This is an optimization exercise on Yosys and OpenROAD, whose aim is small area, a short achievable clock period and few clock cycles per item, not a production implementation.
Only simulation tests tie the RTL to the original design; equivalence was not proved.
Power and IR drop assume default switching activity.

[design/flow/run.sh]
#!/bin/bash
# synth_recipe.tcl (not shown) runs the flow's synth.tcl, then flattens the netlist and writes it again
# the make line also repeats each setting of config.mk as NAME=value (left out here)
make -C /OpenROAD-flow-scripts/flow DESIGN_CONFIG=/design/flow/config.mk WORK_HOME=/design/flow/orfs CLKGATE_MAP_FILE= SYNTH_SCRIPT=/design/flow/synth_recipe.tcl finish
[design/flow/config.mk]
export PLATFORM = sky130hd
export DESIGN_NAME = accel
export DESIGN_NICKNAME = accel
export VERILOG_FILES = /design/flow/design.v
export SDC_FILE = /design/flow/constraint.sdc
export NUM_CORES = 4
export LEC_CHECK = 0
export CAP_MARGIN = 20
export CORE_MARGIN = 2
export CORE_UTILIZATION = 40
export SLEW_MARGIN = 20
[design/flow/constraint.sdc]
create_clock -name core_clock -period 5.0 [get_ports {clock}]
set_input_delay 1.0000 -clock core_clock [delete_from_list [all_inputs] [get_ports {clock}]]
set_output_delay 1.0000 -clock core_clock [all_outputs]
set_load 0.01 [all_outputs]
[design/flow/design.v]
 module adder #
(
  parameter ADDER_BITS = 8
)
(
  input                         clock,
  input                         reset,
  input                         a_valid,
  input        [ADDER_BITS-1:0] a_data,
  input                         b_valid,
  input        [ADDER_BITS-1:0] b_data,
  output       [ADDER_BITS-1:0] c_data
);
  logic [ADDER_BITS-1:0] a_reg;
  logic [ADDER_BITS-1:0] b_reg;
  always_ff @(posedge clock)
    if (reset)
      a_reg <= 'd0;
    else if (a_valid)
      a_reg <= a_data;
  always_ff @(posedge clock)
    if (reset)
      b_reg <= 'd0;
    else if (b_valid)
      b_reg <= b_data;
  assign c_data = a_reg + b_reg;
endmodule
module csr #
 (parameter HOST_ADDR_BITS = 8,
  parameter HOST_DATA_BITS = 32
)
(
  input                         clock,
  input                         reset,
  input                         host_req_valid,
  input                         host_req_opcode,
  input    [HOST_ADDR_BITS-1:0] host_req_addr,
  input    [HOST_DATA_BITS-1:0] host_req_value,
  output                        host_req_deq,
  output                        host_resp_valid,
  output   [HOST_DATA_BITS-1:0] host_resp_bits,
  output                        launch,
  input                         finish,
  input                         event_counter_valid,
  input    [HOST_DATA_BITS-1:0] event_counter_value,
  output   [HOST_DATA_BITS-1:0] length,
  output   [HOST_DATA_BITS-1:0] a_addr,
  output   [HOST_DATA_BITS-1:0] b_addr,
  output   [HOST_DATA_BITS-1:0] c_addr
);
  localparam NUM_REG = 8;
  typedef enum logic {IDLE, READ} state_t;
  state_t nstate, cstate;
  always_ff @(posedge clock)
    if (reset)
      cstate <= IDLE;
    else
      cstate <= nstate;
  always_comb begin
    nstate = cstate;
    case (cstate)
      IDLE: begin
        if (host_req_valid & ~host_req_opcode)
          nstate = READ;
      end
      READ: begin
        nstate = IDLE;
      end
    endcase
  end
  assign host_req_deq = (cstate == IDLE) ? host_req_valid : 1'b0;
  logic [HOST_DATA_BITS-1:0] rf [NUM_REG-1:0];
  genvar i;
  for (i = 0; i < NUM_REG; i++) begin
    wire wen = (cstate == IDLE)? host_req_valid & host_req_opcode & i*4 == host_req_addr : 1'b0;
    if (i == 0) begin
      always_ff @(posedge clock)
        if (reset)
          rf[i] <= 'd0;
        else if (finish)
          rf[i] <= 'd2;
        else if (wen)
          rf[i] <= host_req_value;
    end else if (i == 1) begin
      always_ff @(posedge clock)
        if (reset)
          rf[i] <= 'd0;
        else if (event_counter_valid)
          rf[i] <= event_counter_value;
        else if (wen)
          rf[i] <= host_req_value;
    end else begin
      always_ff @(posedge clock)
        if (reset)
          rf[i] <= 'd0;
        else if (wen)
          rf[i] <= host_req_value;
    end
  end
  logic [HOST_DATA_BITS-1:0] rdata;
  always_ff @(posedge clock)
    if (reset)
      rdata <= 'd0;
    else if ((cstate == IDLE) & host_req_valid & ~host_req_opcode)
      if (host_req_addr == 'h00)
        rdata <= rf[0];
      else if (host_req_addr == 'h04)
        rdata <= rf[1];
      else if (host_req_addr == 'h08)
        rdata <= rf[2];
      else if (host_req_addr == 'h0c)
        rdata <= rf[3];
      else if (host_req_addr == 'h10)
        rdata <= rf[4];
      else if (host_req_addr == 'h14)
        rdata <= rf[5];
      else
        rdata <= 'd0;
  assign host_resp_valid = (cstate == READ);
  assign host_resp_bits = rdata;
  assign launch = rf[0][0];
  assign length = rf[2];
  assign a_addr = rf[3];
  assign b_addr = rf[4];
  assign c_addr = rf[5];
endmodule
module mmu #
(
  parameter MEM_LEN_BITS = 8,
  parameter MEM_ADDR_BITS = 64,
  parameter MEM_DATA_BITS = 64,
  parameter HOST_DATA_BITS = 32,
  parameter ADDER_BITS = 8
)
(
  input                         clock,
  input                         reset,
  output                        mem_req_valid,
  output                        mem_req_opcode,
  output     [MEM_LEN_BITS-1:0] mem_req_len,
  output    [MEM_ADDR_BITS-1:0] mem_req_addr,
  output                        mem_wr_valid,
  output    [MEM_DATA_BITS-1:0] mem_wr_bits,
  input                         mem_rd_valid,
  input     [MEM_DATA_BITS-1:0] mem_rd_bits,
  output                        mem_rd_ready,
  input                         launch,
  output                        finish,
  output                        event_counter_valid,
  output   [HOST_DATA_BITS-1:0] event_counter_value,
  input    [HOST_DATA_BITS-1:0] length,
  input    [HOST_DATA_BITS-1:0] a_addr,
  input    [HOST_DATA_BITS-1:0] b_addr,
  input    [HOST_DATA_BITS-1:0] c_addr,
  output                        a_valid,
  output       [ADDER_BITS-1:0] a_data,
  output                        b_valid,
  output       [ADDER_BITS-1:0] b_data,
  input        [ADDER_BITS-1:0] c_data
);
  typedef enum logic [2:0] {IDLE,
                            READ_REQ,
                            READ_DATA,
                            WRITE_REQ,
                            WRITE_DATA} state_t;
  state_t nstate, cstate;
  logic               [31:0] cnt;
  logic                      rd_done;
  logic [HOST_DATA_BITS-1:0] raddr_a;
  logic [HOST_DATA_BITS-1:0] raddr_b;
  logic [HOST_DATA_BITS-1:0] waddr_c;
  always_ff @(posedge clock)
    if (reset)
      cstate <= IDLE;
    else
      cstate <= nstate;
  always_comb begin
    nstate = cstate;
    case (cstate)
      IDLE: begin
        if (launch)
          nstate = READ_REQ;
      end
      READ_REQ: begin
        nstate = READ_DATA;
      end
      READ_DATA: begin
        if (mem_rd_valid)
          if (rd_done)
            nstate = WRITE_REQ;
          else
            nstate = READ_REQ;
      end
      WRITE_REQ: begin
        nstate = WRITE_DATA;
      end
      WRITE_DATA: begin
        if (cnt == (length - 1'b1))
          nstate = IDLE;
        else
          nstate = READ_REQ;
      end
      default: begin
      end
    endcase
  end
  always_ff @(posedge clock)
    if (reset | cstate == IDLE | cstate == WRITE_DATA)
      rd_done <= 1'b0;
    else if (cstate == READ_DATA & mem_rd_valid)
      rd_done <= 1'b1;
  logic last;
  assign last = (cstate == WRITE_DATA) & (cnt == (length - 1'b1));
  logic [HOST_DATA_BITS-1:0] cycle_counter;
  always_ff @(posedge clock)
    if (reset | cstate == IDLE)
      cycle_counter <= '0;
    else
      cycle_counter <= cycle_counter + 'd1;
  assign event_counter_valid = last;
  assign event_counter_value = cycle_counter;
  always_ff @(posedge clock)
    if (reset | cstate == IDLE) begin
      raddr_a <= a_addr;
      raddr_b <= b_addr;
      waddr_c <= c_addr;
    end else if (cstate == WRITE_DATA) begin
      raddr_a <= raddr_a + 'd1;
      raddr_b <= raddr_b + 'd1;
      waddr_c <= waddr_c + 'd1;
    end
  assign mem_req_valid = (cstate == READ_REQ) | (cstate == WRITE_REQ);
  assign mem_req_opcode = cstate == WRITE_REQ;
  assign mem_req_len = 'd0;  
  assign mem_req_addr = (cstate == READ_REQ & ~rd_done)? {32'd0, raddr_a}
                      : (cstate == READ_REQ & rd_done)? {32'd0, raddr_b}
                      : {32'd0, waddr_c};
  assign a_valid = (cstate == READ_DATA) & mem_rd_valid & ~rd_done;
  assign a_data = mem_rd_bits[ADDER_BITS-1:0];
  assign b_valid = (cstate == READ_DATA) & mem_rd_valid & rd_done;
  assign b_data = mem_rd_bits[ADDER_BITS-1:0];
  assign mem_rd_ready = cstate == READ_DATA;
  assign mem_wr_valid = cstate == WRITE_DATA;
  assign mem_wr_bits = {{(MEM_DATA_BITS-ADDER_BITS){1'b0}}, c_data};
  always_ff @(posedge clock)
    if (reset | cstate == IDLE)
      cnt <= 'd0;
    else if (cstate == WRITE_DATA)
      cnt <= cnt + 1'b1;
  assign finish = last;
endmodule
module accel #
( parameter HOST_ADDR_BITS = 8,
  parameter HOST_DATA_BITS = 32,
  parameter MEM_LEN_BITS = 8,
  parameter MEM_ADDR_BITS = 32,
  parameter MEM_DATA_BITS = 64
)
(
  input                         clock,
  input                         reset,
  input                         host_req_valid,
  input                         host_req_opcode,
  input    [HOST_ADDR_BITS-1:0] host_req_addr,
  input    [HOST_DATA_BITS-1:0] host_req_value,
  output                        host_req_deq,
  output                        host_resp_valid,
  output   [HOST_DATA_BITS-1:0] host_resp_bits,
  output                        mem_req_valid,
  output                        mem_req_opcode,
  output     [MEM_LEN_BITS-1:0] mem_req_len,
  output    [MEM_ADDR_BITS-1:0] mem_req_addr,
  output                        mem_wr_valid,
  output    [MEM_DATA_BITS-1:0] mem_wr_bits,
  input                         mem_rd_valid,
  input     [MEM_DATA_BITS-1:0] mem_rd_bits,
  output                        mem_rd_ready
);
  localparam ADDER_BITS = 8;
  logic                      launch;
  logic                      finish;
  logic                      event_counter_valid;
  logic [HOST_DATA_BITS-1:0] event_counter_value;
  logic [HOST_DATA_BITS-1:0] length;
  logic [HOST_DATA_BITS-1:0] a_addr;
  logic [HOST_DATA_BITS-1:0] b_addr;
  logic [HOST_DATA_BITS-1:0] c_addr;
  logic                      a_valid;
  logic     [ADDER_BITS-1:0] a_data;
  logic                      b_valid;
  logic     [ADDER_BITS-1:0] b_data;
  logic     [ADDER_BITS-1:0] c_data;
  csr #
  (
    .HOST_ADDR_BITS(HOST_ADDR_BITS),
    .HOST_DATA_BITS(HOST_DATA_BITS)
  )
  c
  (
    .clock               (clock),
    .reset               (reset),
    .host_req_valid      (host_req_valid),
    .host_req_opcode     (host_req_opcode),
    .host_req_addr       (host_req_addr),
    .host_req_value      (host_req_value),
    .host_req_deq        (host_req_deq),
    .host_resp_valid     (host_resp_valid),
    .host_resp_bits      (host_resp_bits),
    .launch              (launch),
    .finish              (finish),
    .event_counter_valid (event_counter_valid),
    .event_counter_value (event_counter_value),
    .length              (length),
    .a_addr              (a_addr),
    .b_addr              (b_addr),
    .c_addr              (c_addr)
  );
  adder #
  (
    .ADDER_BITS(ADDER_BITS)
  )
  a
  (
    .clock               (clock),
    .reset               (reset),
    .a_valid             (a_valid),
    .a_data              (a_data),
    .b_valid             (b_valid),
    .b_data              (b_data),
    .c_data              (c_data)
  );
  mmu #
  (
    .MEM_LEN_BITS(MEM_LEN_BITS),
    .MEM_ADDR_BITS(MEM_ADDR_BITS),
    .MEM_DATA_BITS(MEM_DATA_BITS),
    .HOST_DATA_BITS(HOST_DATA_BITS),
    .ADDER_BITS(ADDER_BITS)
  )
  m
  (
    .clock               (clock),
    .reset               (reset),
    .mem_req_valid       (mem_req_valid),
    .mem_req_opcode      (mem_req_opcode),
    .mem_req_len         (mem_req_len),
    .mem_req_addr        (mem_req_addr),
    .mem_wr_valid        (mem_wr_valid),
    .mem_wr_bits         (mem_wr_bits),
    .mem_rd_valid        (mem_rd_valid),
    .mem_rd_bits         (mem_rd_bits),
    .mem_rd_ready        (mem_rd_ready),
    .launch              (launch),
    .finish              (finish),
    .event_counter_valid (event_counter_valid),
    .event_counter_value (event_counter_value),
    .length              (length),
    .a_addr              (a_addr),
    .b_addr              (b_addr),
    .c_addr              (c_addr),
    .a_valid             (a_valid),
    .a_data              (a_data),
    .b_valid             (b_valid),
    .b_data              (b_data),
    .c_data              (c_data)
  );
endmodule
==> out/qor.yml <==
outcome:
  run_status: "finished clean"
global_routing:
  met2_usage: 0.352
  grt_max_degree: 103
  grt_usage: 0.231
  grt_pass1_wl_um: 104000
  grtUsageMet3: 0.0375
  overflow: 0
  use_met1: 0.336
  busiest_layer: "met2"
  grt_pass1_vias: 17767
  antenna_found_initial: 2
die:
  num_io_pins: 251
  num_rows: 85
  die_y_um: 238
  die_w_um: 238
  core-area_um2: 54000
  dieArea_um2: 56900
  start_util: 0.407
power_and_ir_drop:
  pwr-share-seq: 0.484
  power.share.combinational: 0.037
  pwr-share-clk: 0.480
  powerDensity_nw_per_um2: 275
  power_switching_mw: 1.55
  p_int_mw: 5.36
  p_leak_nw: 8.32
  ir_drop_v: 0.000202
  switching_share: 0.224
sta:
  fin_crit_sh: 0.874
  grt_setup_unrepaired: "false"
  layout_setup_ws_ps: 632
  maxSlewHeadroom: 0.272
  finalSetupTns_ps: 0
  slew_violations: 0
  worst_slew_pin_slew_ps: 1090
  finalSetupViolCount: 0
  hold_viol: 0
  fin_crit_ps: 4370
  max_freq_ghz: 0.229
  fin_skew_ps: 22.9
layout:
  area_delta_synth_final_pct: 14.1
  nets: 2817
  drive_gt1_frac: 0.0635
  largest_reg_flops: 192
  top_register: "c.rf"
  fillCellCount: 5240
synth:
  ys_ff_latch: 405
  seq_area_frac_synth: 0.413
  yosysWarnings: 4
  synth_top_area_frac: 0.281
  synth.area.top_cells: "dfxtp_1 28%, edfxtp_1 13%, nand2_1 8.4%, a21oi_1 7.4%, xnor2_1 4.8%"
  synthFlopType: "dfxtp_1"
  netlist_instances: 2670
  yosys.cell_types.count: 66
  netlist_area_um2: 22000
  yosys.cell_count.top_type: "nand2_1"
  synth_edf_count: 96
  yosysTopAreaCell: "dfxtp_1"
  avgSynthCellArea_um2: 8.23
  netlist_top_cells_count: "493 x nand2_1, 324 x a21oi_1, 309 x dfxtp_1"
  ys_async_sr_fraction: 0
clock_network:
  clock-sinks: 405
  cts_buffer_depth: 3
  cts_hold_buf: 0
  cts_tree: "built"
  clock_latency_ps: 590
  htreeDepth: 2
  cts_setup_buffers: 0
  cts_buffers: 45
  root_buffer: "clkbuf_16"
  post_cts_resized: 0
  cts.clk_slew.worst_paths_ps: 60
placed_design:
  hpwl_um: 47900
  port_buffers: 130
  preCtsSetupSlack_ps: 856
  gp_congestion: 0.873
worst_setup_path:
  crit_arrival_ps: 3370
  startpoint_type: "flip-flop"
  r2r_setup_slack_ps: 800
  worst-setup-path-type: "reg -> out"
  end_kind: "output pin"
  crit_fanout: 38
  required_ps: 4000
job:
  drv_cap: 0
min_path:
  hold_class: "reg -> reg"
detailed_routing:
  via_count: 19142
  drt_pass1_iterations: 5
  drtIter0Drc: 2010
  viasPerCell: 5.59
  drt-total-wl_um: 67200
  antenna_left: 0
  route.detailed.drc: 0
  post_drt_wl_per_cell_um: 19.6
[metal layers]
metal	up-vias	part of all wire	wire length [um]
met5	-	0	0
met4	0	0.024	1610
met3	85	0.072	4820
met2	661	0.44	29500
met1	9103	0.46	31300
li1	9293	-	-
[worst max-delay path, stage by stage, from the launching register on]
cell,delay [ps]
dfxtp_1,570
nor2b_1,490
nor2b_4,640
buf_12,270
nor2_1,60
a21oi_1,170
clkdlybuf4s50_1,560
[power groups by stage]
stage	combinational [mW]	clock (mW)	sequential, mW
final	0.254	3.31	3.34
after global routing	0.267	3.50	3.34
after CTS	0.248	3.37	3.34
after detailed placement	0.247	0	3.41
after global placement	0.246	0	3.41
after floorplan	0.156	0	3.41
[path summary, 6_finish.rpt]
path,startpoint,to,cells after the start
max reg2reg,c.rf[2][0],c.rf[1][0],10
min,c.rf[0][8],c.rf[0][8],2
min reg2reg,c.rf[0][8],c.rf[0][8],2
max,m.cstate[0],mem_req_addr[5],6
[cells in the final DEF (no fill, tap or decap), types with 60 or more instances in the layout]
master / synthesis / layout
dfxtp_1: 309 / 308
inv_1: 85 / 85
xnor2_1: 120 / 120
nor2_1: 203 / 199
conb_1: 1 / 64
o21ai_0: 111 / 110
nand4_1: 60 / 60
xor2_1: 72 / 72
a21oi_1: 324 / 324
edfxtp_1: 96 / 96
mux2i_1: 91 / 91
clkdlybuf4s50_1: 0 / 128
nand2_1: 493 / 493
[metrics by stage]
stage / util / instance area, um2 / hold slack, ps / cells / power [mW]
2_1_floorplan: - / 22200 / 436 / 2733 / 3.57
3_3_place_gp: 0.437 / 23600 / 441 / 3342 / 3.66
3_5_place_dp: 0.437 / 23600 / 446 / 3342 / 3.66
4_1_cts: 0.464 / 25100 / 454 / 3421 / 6.97
5_1_grt: 0.464 / 25100 / 475 / 3424 / 7.11
6_report: 0.464 / 25100 / 456 / 3424 / 6.91
[area by class of cell]
| class | instances | area [um2] | share of cell area |
|---|---|---|---|
| Clock inverter | 5 | 56.3 | 0.00224 |
| Clock buffer | 74 | 1400 | 0.0557 |
| Timing Repair Buffer | 174 | 1710 | 0.0682 |
| Inverter | 85 | 319 | 0.0127 |
| Tap cell | 696 | 871 | 0.0347 |
| Sequential cell | 405 | 9070 | 0.362 |
| Multi-Input combinational cell | 1983 | 11700 | 0.465 |
| Antenna cell | 2 | 5.00 | 0.000199 |
[logic make-up after synthesis]
| logic type | count (synthesis) | synth area share |
|---|---|---|
| flip-flops | 405 | 0.413 |
| XOR/XNOR | 192 | 0.0765 |
| AO/OA/AOI/OAI | 656 | 0.191 |
| multiplexers | 91 | 0.0414 |
| adder cells (fa/ha/maj) | 14 | 0.00831 |
| AND/OR/NAND/NOR | 966 | 0.198 |
| buffers and inverters | 345 | 0.0718 |
| other | 1 | 0.000171 |
Testbench counts, summed over its fixed seeds: cycles 240,752, elements 18,339.

-- static timing again, ports no longer ideal --
How much do the figures lean on ideal ports? The routed layout below was timed once more, with nothing changed but the port constraints.
Step 1: set_driving_cell puts a clkbuf_16 on clock and a buf_2 on each other input, an assumption about the parent block.
Step 2 adds t to the input delays and takes it off the output delays; t is the mean of the earliest and latest rising clock arrival at the registers after step 1. Input paths then give back, and output paths get back, about the clock's delay inside the block.
Slacks: no drivers / after step 1 / after step 2; pairs: no drivers / after step 1.
t, ns: 0.633
setup WS [ns]: 0.632 / 0.573 / 0.803
worst data-port slew with drivers (ns): 0.09
After both steps setup and hold are still met in this run. For this run, drivers alone change the setup slack by -0.059 ns; drivers and shift together by +0.171 ns.
